This is an optimization exercise on Yosys and OpenROAD, whose aim is small area, a short achievable clock period and few clock cycles per item, not a production implementation.
At most, simulation tests tie the RTL to the original design; equivalence was not proved.
Power and IR drop assume default switching activity.

the baseline:
// madd_pipeline
module madd_pipeline #(parameter data_width = 16, parameter n_blocks = 256, parameter full_width = 2 * data_width + 8, parameter n_channels = 16)
	(
		input wire clk,
		input wire reset,
		input wire enable,
		input  wire in_valid,
		output wire in_ready,
		output wire out_valid,
		input  wire out_ready,
		input  wire [$clog2(n_blocks) - 1 : 0] block_in,
		output wire [$clog2(n_blocks) - 1 : 0] block_out,
		input wire [4:0] shift,
		input wire shift_disable,
		input wire signedness,
		input wire saturate_disable,
		input wire signed [data_width - 1 : 0] arg_a_in,
		input wire signed [data_width - 1 : 0] arg_b_in,
		input wire signed [data_width - 1 : 0] arg_c_in,
		output wire signed [full_width - 1 : 0] result_out,
		input  wire [ch_addr_w - 1 : 0] dest_in,
		output wire [ch_addr_w - 1 : 0] dest_out,
		input  wire [4 - 1 : 0] commit_id_in,
		output wire [4 - 1 : 0] commit_id_out,
		input wire commit_flag_in,
		output wire commit_flag_out
	);
clock: 7.5 ns
lec_check: 0
abc_area: 1
cap_margin: 20
core_margin: 2
core_utilization: 40
setup_slack_margin: 2.0
slew_margin: 20
standard.sh (not shown) runs the stock make flow with config.mk's settings and CLKGATE_MAP_FILE= SYNTH_SCRIPT=/design/flow/synth_recipe.tcl, a recipe that flattens the netlist after the stock synthesis.
==> flow/flow/run.sh <==
#!/bin/bash
# Own layout flow: the standard flow (standard.sh) with a few extra ORFS
# make variables, read one per line from flow/extra.mk. By default the port
# buffers that buffer_ports inserts are plain buf_2 cells (buffer_ports
# otherwise picks clkdlybuf4s50_1, a slow 10 um2 delay cell).
# Between synthesis and floorplan, flow/fixinv.py re-chooses the polarity of
# the full adders to drop the inverters that Yosys leaves between them; it
# changes no register and no other cell.
# Logs: flow_synth.log (synthesis), fixinv.log, flow_standard.log (the rest);
# each ORFS step also keeps its own log under orfs/logs/.
set -euo pipefail
cd "$(dirname "$0")/.."
EXTRA=()
PORTBUF="BUFFER_PORTS_ARGS=-buffer_cell sky130_fd_sc_hd__buf_2"
if [[ -f flow/extra.mk ]]; then
  while IFS= read -r line; do
    [[ -z "$line" || "$line" == \#* ]] && continue
    if [[ "$line" == BUFFER_PORTS_ARGS=* ]]; then PORTBUF="$line"; continue; fi
    EXTRA+=("$line")
  done < flow/extra.mk
fi
RES="$PWD/orfs/results/${FLOW_PLATFORM:-sky130hd}/madd_pipeline/base"
bash standard.sh "$PORTBUF" ${EXTRA[@]+"${EXTRA[@]}"} "$RES/1_2_yosys.v" > flow_synth.log 2>&1
python3 flow/fixinv.py "$RES/1_2_yosys.v" "$RES/1_2_yosys.fixinv.v" > fixinv.log 2>&1
cp "$RES/1_2_yosys.v" "$RES/1_2_yosys.orig.v"
mv "$RES/1_2_yosys.fixinv.v" "$RES/1_2_yosys.v"
bash standard.sh "$PORTBUF" ${EXTRA[@]+"${EXTRA[@]}"} finish > flow_standard.log 2>&1
Other scripts of this flow, unchanged in this note and not shown: flow/flow/fixinv.py
The baseline | status: complete | timing, DRC, antenna: pass
Testbench counts of the baseline, summed over its fixed seeds: cycles 24,008, items 24,000.
Here is what was changed in the inputs of the candidate compared with the baseline.
diff --git a/flow/config.mk b/flow/config.mk
--- a/flow/config.mk
+++ b/flow/config.mk
@@ -10,4 +10,4 @@
 export CORE_MARGIN = 2
 export CORE_UTILIZATION = 40
-export SETUP_SLACK_MARGIN = 2.0
+export SETUP_SLACK_MARGIN = 2.2
 export SLEW_MARGIN = 20
Notes after the runs:
- Summary — number of clock buffers in the layout, the candidate relative to the baseline: lower, by 1.
- In the metrics for the candidate and the baseline, the one carrying the lower clock power is the candidate.
- The baseline → the candidate: clock network area share shrank by 0.18 points; area used by multi-input combinational logic grew by 530 um2; proportion of power drawn by the clock network shrank by 0.9 points.

---

Another version of the RTL of madd_pipeline (not shown whole).
Size: about 2200 cells after synthesis, ~140 I/O pins, roughly 16000 um^2 of cells after synthesis.
Settings: LEC_CHECK=0, ABC_AREA=1, CAP_MARGIN=20, CORE_MARGIN=2, CORE_UTILIZATION=40, SETUP_SLACK_MARGIN=2.0, SLEW_MARGIN=20; clock period 7.5 ns.
==> flow/flow/run.sh <==
#!/bin/bash
# Own layout flow: the standard flow (standard.sh, unchanged synthesis),
# with the port buffers that buffer_ports inserts made plain sky130 buffers
# (buffer_ports otherwise picks clkdlybuf4s50_1, a slow 10 um2 delay cell).
# The full output of the flow goes to flow_standard.log in this folder.
set -euo pipefail
cd "$(dirname "$0")/.."
EXTRA=()
if [[ -f flow/extra.mk ]]; then
  while IFS= read -r line; do
    [[ -z "$line" || "$line" == \#* ]] && continue
    EXTRA+=("$line")
  done < flow/extra.mk
fi
bash standard.sh "BUFFER_PORTS_ARGS=-buffer_cell sky130_fd_sc_hd__buf_2" ${EXTRA[@]+"${EXTRA[@]}"} finish > flow_standard.log 2>&1
The first run went through all stages and came out clean.
Testbench counts at the start, summed over its fixed seeds: cycles 24,008, items 24,000.
==> next run, changes <==
==> flow/flow/run.sh (replaced) <==
#!/bin/bash
# Own layout flow: the standard flow (standard.sh) with a few extra ORFS
# make variables, read one per line from flow/extra.mk. By default the port
# buffers that buffer_ports inserts are plain buf_2 cells (buffer_ports
# otherwise picks clkdlybuf4s50_1, a slow 10 um2 delay cell).
# The full output of the flow goes to flow_standard.log in this folder; each
# ORFS step keeps its own log under orfs/logs/.
set -euo pipefail
cd "$(dirname "$0")/.."
EXTRA=()
PORTBUF="BUFFER_PORTS_ARGS=-buffer_cell sky130_fd_sc_hd__buf_2"
if [[ -f flow/extra.mk ]]; then
  while IFS= read -r line; do
    [[ -z "$line" || "$line" == \#* ]] && continue
    if [[ "$line" == BUFFER_PORTS_ARGS=* ]]; then PORTBUF="$line"; continue; fi
    EXTRA+=("$line")
  done < flow/extra.mk
fi
bash standard.sh "$PORTBUF" ${EXTRA[@]+"${EXTRA[@]}"} finish > flow_standard.log 2>&1
--- a/flow/config.mk
+++ b/flow/config.mk
@@ -11,2 +11,3 @@
 export CORE_UTILIZATION = 40
+export CTS_BUF_LIST = sky130_fd_sc_hd__clkbuf_4 sky130_fd_sc_hd__clkbuf_8
 export SETUP_SLACK_MARGIN = 2.0
- The new run ran to the end with no violations
- final cell count stays flat
- combinational power increases by about 1%
- clock power decreases by 24%
- utilization increases by 0.17 points
- global-route usage stays flat
- wire length decreases by 0.32%
==> next run, changes <==
==> flow/flow/run.sh (replaced) <==
#!/bin/bash
# Own layout flow: the standard flow (standard.sh, unchanged synthesis),
# with the port buffers that buffer_ports inserts made plain sky130 buffers
# (buffer_ports otherwise picks clkdlybuf4s50_1, a slow 10 um2 delay cell).
# The full output of the flow goes to flow_standard.log in this folder.
set -euo pipefail
cd "$(dirname "$0")/.."
EXTRA=()
if [[ -f flow/extra.mk ]]; then
  while IFS= read -r line; do
    [[ -z "$line" || "$line" == \#* ]] && continue
    EXTRA+=("$line")
  done < flow/extra.mk
fi
bash standard.sh "BUFFER_PORTS_ARGS=-buffer_cell sky130_fd_sc_hd__buf_2" ${EXTRA[@]+"${EXTRA[@]}"} finish > flow_standard.log 2>&1
--- a/flow/config.mk
+++ b/flow/config.mk
@@ -10,4 +10,3 @@
 export CORE_MARGIN = 2
-export CORE_UTILIZATION = 40
-export CTS_BUF_LIST = sky130_fd_sc_hd__clkbuf_4 sky130_fd_sc_hd__clkbuf_8
+export CORE_UTILIZATION = 60
 export SETUP_SLACK_MARGIN = 2.0
The new run produced a clean layout.
Worst hold slack barely changes.
Final area falls slightly.
Synthesized area does not change.
Critical path depth falls by 10.
Worst setup slack improves by 11 ps.
Via count rises by a few percent.
Routed wire length falls by a few percent.
Clock-buffer cell count is unchanged.
==> next run, changes <==
==> flow/flow/extra.mk (new file) <==
SYNTH_ARGS=-noabc
--- a/flow/config.mk
+++ b/flow/config.mk
@@ -10,3 +10,3 @@
 export CORE_MARGIN = 2
-export CORE_UTILIZATION = 60
+export CORE_UTILIZATION = 40
 export SETUP_SLACK_MARGIN = 2.0
- synthesized area decreases by a few percent
- setup slack got worse by 59 ps
- global-route usage goes down by 11 points
- total power grows by a few percent
- non-clock buffer count fell by 9
- via count shrinks by a little under a tenth
- final area rose slightly
- synthesized cell count came out lower by a little under a tenth

---

Another version of the RTL of madd_pipeline (not shown whole).
Size: roughly 2100 cells after synthesis, about 97 flip-flops, about 15000 um^2 of cells after synthesis.
Settings: LEC_CHECK=0, ABC_AREA=1, CAP_MARGIN=20, CORE_MARGIN=2, CORE_UTILIZATION=40, SETUP_SLACK_MARGIN=2.2, SLEW_MARGIN=20; clock period 7.5 ns.
==> flow/flow/run.sh <==
#!/bin/bash
# Own layout flow: the standard flow (standard.sh) with a few extra ORFS
# make variables, read one per line from flow/extra.mk. By default the port
# buffers that buffer_ports inserts are plain buf_2 cells (buffer_ports
# otherwise picks clkdlybuf4s50_1, a slow 10 um2 delay cell).
# The full output of the flow goes to flow_standard.log in this folder; each
# ORFS step keeps its own log under orfs/logs/.
set -euo pipefail
cd "$(dirname "$0")/.."
EXTRA=()
PORTBUF="BUFFER_PORTS_ARGS=-buffer_cell sky130_fd_sc_hd__buf_2"
if [[ -f flow/extra.mk ]]; then
  while IFS= read -r line; do
    [[ -z "$line" || "$line" == \#* ]] && continue
    if [[ "$line" == BUFFER_PORTS_ARGS=* ]]; then PORTBUF="$line"; continue; fi
    EXTRA+=("$line")
  done < flow/extra.mk
fi
bash standard.sh "$PORTBUF" ${EXTRA[@]+"${EXTRA[@]}"} finish > flow_standard.log 2>&1
The first run produced a clean layout.
Then changed:
Settings changed: SETUP_SLACK_MARGIN 2.2 to 2.0.
Effect: Combinational power goes down by roughly a tenth. Utilization falls by 1.8 points. Critical path depth climbs by 1. Via count shrinks by a few percent. Routed wire length drops by a few percent.
No run of this note included a check of the RTL's function; only the layout flow was run.

---

RTL: one of the versions met above, not the one the previous note started from.
For scale: about 2100 cells after synthesis, roughly 97 flip-flops, about 15000 sq um of cells after synthesis.
==> flow/config.mk <==
export PLATFORM = sky130hd
export DESIGN_NAME = madd_pipeline
export DESIGN_NICKNAME = madd_pipeline
export VERILOG_FILES = /design/flow/design.v
export SDC_FILE = /design/flow/constraint.sdc
export NUM_CORES = 4
export LEC_CHECK = 0
export ABC_AREA = 1
export CAP_MARGIN = 20
export CORE_MARGIN = 2
export CORE_UTILIZATION = 40
export SETUP_SLACK_MARGIN = 2.3
export SLEW_MARGIN = 20
==> flow/constraint.sdc <==
create_clock -name core_clock -period 7.5 [get_ports {clk}]
set_input_delay 1.5000 -clock core_clock [delete_from_list [all_inputs] [get_ports {clk}]]
set_output_delay 1.5000 -clock core_clock [all_outputs]
set_load 0.01 [all_outputs]
Scripts as last shown in full above: flow/flow/run.sh
Testbench counts at the start, summed over its fixed seeds: cycles 24,008, items 24,000.
==> next run, changes <==
Settings changed: SETUP_SLACK_MARGIN 2.3 to 2.0.
Cell area falls by 7.3%.
Worst setup slack degrades by 140 ps.
Total power falls by 9.5%.
==> next run, changes <==
Settings changed: CORE_UTILIZATION 40 to 55, PLACE_DENSITY set to 0.75.
=> Clock power rises by about a fifth. Total power rises slightly. Routed wire length falls by a few percent. Combinational power falls slightly. Register-to-register slack is worse by 20 ps. Design area falls slightly. Synthesized area is unchanged. Clock-buffer cell count is unchanged. Clock skew rises by 7.0 ps.
==> next run, changes <==
==> flow/flow/extra.mk (new file) <==
SYNTH_ARGS=-noabc
Settings changed: CORE_UTILIZATION 55 to 40, PLACE_DENSITY 0.75 to not set.
=>
- The changed run finished with timing, DRC and antenna clean
- fmax rose by 1.6%
- hold slack is worse by 12 ps
- synthesized cell count shrinks by 7.0%
- power grows by 0.56%
- flip-flop and latch count does not change
- cell area increases by 0.90%
- register-to-register slack improved by 20 ps

---

Setup of build 12:
Another version of the RTL of madd_pipeline (not shown whole).
Size in the first run: roughly 2400 cells after synthesis, roughly 110 flip-flops, roughly 140 I/O pins.
clock: 7.5 ns
lec_check: 0
abc_area: 1
cap_margin: 20
core_margin: 2
core_utilization: 40
setup_slack_margin: 2.0
slew_margin: 20
run.sh (not shown) runs the stock make flow with config.mk's settings and CLKGATE_MAP_FILE= SYNTH_SCRIPT=/design/flow/synth_recipe.tcl, a recipe that flattens the netlist after the stock synthesis.
Stock flow here: none of the scripts above is used.
Changes in build 81 relative to build 12:
==> flow/flow/run.sh (new file) <==
#!/bin/bash
# Own layout flow: the standard flow (standard.sh, unchanged synthesis),
# with the port buffers that buffer_ports inserts made plain sky130 buffers
# (buffer_ports otherwise picks clkdlybuf4s50_1, a slow 10 um2 delay cell).
# The full output of the flow goes to flow_standard.log in this folder.
set -euo pipefail
cd "$(dirname "$0")/.."
EXTRA=()
if [[ -f flow/extra.mk ]]; then
  while IFS= read -r line; do
    [[ -z "$line" || "$line" == \#* ]] && continue
    EXTRA+=("$line")
  done < flow/extra.mk
fi
bash standard.sh "BUFFER_PORTS_ARGS=-buffer_cell sky130_fd_sc_hd__buf_2" ${EXTRA[@]+"${EXTRA[@]}"} finish > flow_standard.log 2>&1
==> flow/standard.sh (new file) <==
#!/bin/bash
# synth_recipe.tcl (not shown) runs the flow's synth.tcl, then flattens the netlist and writes it again
# the make line also repeats each setting of config.mk as NAME=value (left out here)
make -C /OpenROAD-flow-scripts/flow DESIGN_CONFIG=/design/flow/config.mk WORK_HOME=/design/flow/orfs CLKGATE_MAP_FILE= SYNTH_SCRIPT=/design/flow/synth_recipe.tcl "${@:-finish}"
removed: flow/run.sh
Findings:
No stage failed in build 81, and the final checks on the layout all came back clean. On fraction of area in registers: between build 81 and build 12, it ends up lower for build 12. | non-clock buffer count | higher: build 12 |. Against build 12, fmax in build 81 came out better. Taking build 12 as the reference, in build 81 detailed-placement wirelength estimate lower; design area decreased 1400 um^2; final wirelength went down 2200 um; worst hold slack moved down; clock-buffer cell count shrank by 1. Core occupancy in the finished layout for build 81 is lower than for build 12. The global-route usage number comes out lower for build 81 vs build 12. Build 12 ended up with arg_a_in[14] as its launch point of the critical path; build 81 ended up with signedness.
For build 48, these inputs were changed with respect to build 81:
# build 81
export LEC_CHECK = 0
export ABC_AREA = 1
export CAP_MARGIN = 20
export CORE_MARGIN = 2
export CORE_UTILIZATION = 40
export SETUP_SLACK_MARGIN = 2.0
export SLEW_MARGIN = 20
create_clock -name core_clock -period 7.5 [get_ports {clk}]
# build 48
export LEC_CHECK = 0
export ABC_AREA = 1
export CAP_MARGIN = 20
export CORE_MARGIN = 2
export CORE_UTILIZATION = 40
export SETUP_SLACK_MARGIN = 3.0
export SLEW_MARGIN = 20
create_clock -name core_clock -period 7.5 [get_ports {clk}]
==> flow/run.sh (new file) <==
#!/bin/bash
# synth_recipe.tcl (not shown) runs the flow's synth.tcl, then flattens the netlist and writes it again
# the make line also repeats each setting of config.mk as NAME=value (left out here)
make -C /OpenROAD-flow-scripts/flow DESIGN_CONFIG=/design/flow/config.mk WORK_HOME=/design/flow/orfs CLKGATE_MAP_FILE= SYNTH_SCRIPT=/design/flow/synth_recipe.tcl finish
removed: flow/flow/run.sh
removed: flow/standard.sh
Relative to build 81, global-route met3 utilization has increased by 0.29 points in build 48.
Build 48 ended up with result_out[38] as its worst setup path endpoint; build 81 ended up with r1_q[18].
Relative to build 81, final core utilization has increased by 13 points in build 48.
Sort build 81 and build 48 by max-slew headroom at the worst pin asc -> top: build 48
The topmost layer with routed signal wires comes out met4 in one run and met5 in the other, namely in build 81 and build 48 respectively.
What build 59 does differently from build 48 at the input level:
# build 48
export LEC_CHECK = 0
export ABC_AREA = 1
export CAP_MARGIN = 20
export CORE_MARGIN = 2
export CORE_UTILIZATION = 40
export SETUP_SLACK_MARGIN = 3.0
export SLEW_MARGIN = 20
create_clock -name core_clock -period 7.5 [get_ports {clk}]
# build 59
export LEC_CHECK = 0
export ABC_AREA = 1
export CAP_MARGIN = 20
export CORE_MARGIN = 2
export CORE_UTILIZATION = 40
export SLEW_MARGIN = 20
create_clock -name core_clock -period 7.5 [get_ports {clk}]
--- outcome ---
- Between build 59 and build 48, the wire length is higher for build 48.
- Summary of build 59 over build 48: routability congestion estimate neither gained nor lost much; power lost 1.3 mW; number of gates resized after cts lost 682; final critical-path required period picked up an extra 1.21 ns.
- A standard cell with the maximum stage delay on the critical path of edfxtp_1 is what build 48 shows, while clkdlybuf4s50_1 belongs to build 59.
- Build 59 and build 48 all finish clean.
- Of build 59 and build 48, the run reporting the lower final-layout clock buffer total was build 48.
No run of this note included a check of the RTL's function; only the layout flow was run.

==> what the ideal ports hide <==
The flow's constraints put no driver on any port. The routed layouts listed below were extracted and timed again, unchanged, in two steps.
Step 1 (the two cells are an assumption about what drives the block):
set clk [get_ports {clk}]
set_driving_cell -lib_cell sky130_fd_sc_hd__clkbuf_16 $clk
set_driving_cell -lib_cell sky130_fd_sc_hd__buf_2 [delete_from_list [all_inputs] $clk]
Step 2 moves the port delays by t, midway between the first and last clock arrival at a register: inputs arrive t later, outputs are due t later. That takes back most of the time a late clock gives input paths.
a / b / c = ideal ports / drivers / drivers and shift; a / b = the first two.
run	shift t [ns]	setup WS [ns]	latest minus earliest clock arrival (ns)	worst data-port slew with drivers (ns)	cell pins on the clock port's net
the baseline	0.390	2.177 / 2.190 / 1.800	0.013 / 0.013	0.05	1
the candidate	0.401	2.310 / 2.337 / 1.935	0.018 / 0.017	0.05	1
the first run of note 2	0.411	2.230 / 2.194 / 1.836	0.016 / 0.016	0.04	1
the second run of note 2	0.439	2.121 / 2.080 / 1.705	0.027 / 0.028	0.04	1
the third run of note 2	0.400	2.132 / 2.162 / 1.762	0.022 / 0.021	0.04	1
the fourth run of note 2	0.411	2.073 / 2.024 / 1.735	0.026 / 0.027	0.05	1
the first run of note 3	0.400	2.261 / 2.248 / 1.848	0.017 / 0.017	0.08	1
the second run of note 3	0.407	2.147 / 2.167 / 1.759	0.021 / 0.021	0.04	1
the first run of note 4	0.405	2.302 / 2.298 / 1.893	0.019 / 0.020	0.08	1
the second run of note 4	0.398	2.161 / 2.167 / 1.769	0.014 / 0.015	0.05	1
the third run of note 4	0.399	2.075 / 2.104 / 1.705	0.024 / 0.024	0.07	1
the fourth run of note 4	0.394	2.161 / 2.179 / 1.786	0.013 / 0.013	0.07	1
build 12	0.430	2.055 / 2.055 / 1.656	0.013 / 0.013	0.05	1
build 81	0.421	2.171 / 2.158 / 1.778	0.014 / 0.014	0.07	1
build 48	0.405	2.228 / 2.183 / 2.248	0.009 / 0.009	0.06	1
build 59	0.430	1.016 / 0.962 / 1.166	0.013 / 0.013	0.05	1
After both steps every run listed still meets setup and hold. For the second run of note 2, which loses most, drivers alone change the setup slack by -0.041 ns; drivers and shift together by -0.416 ns.
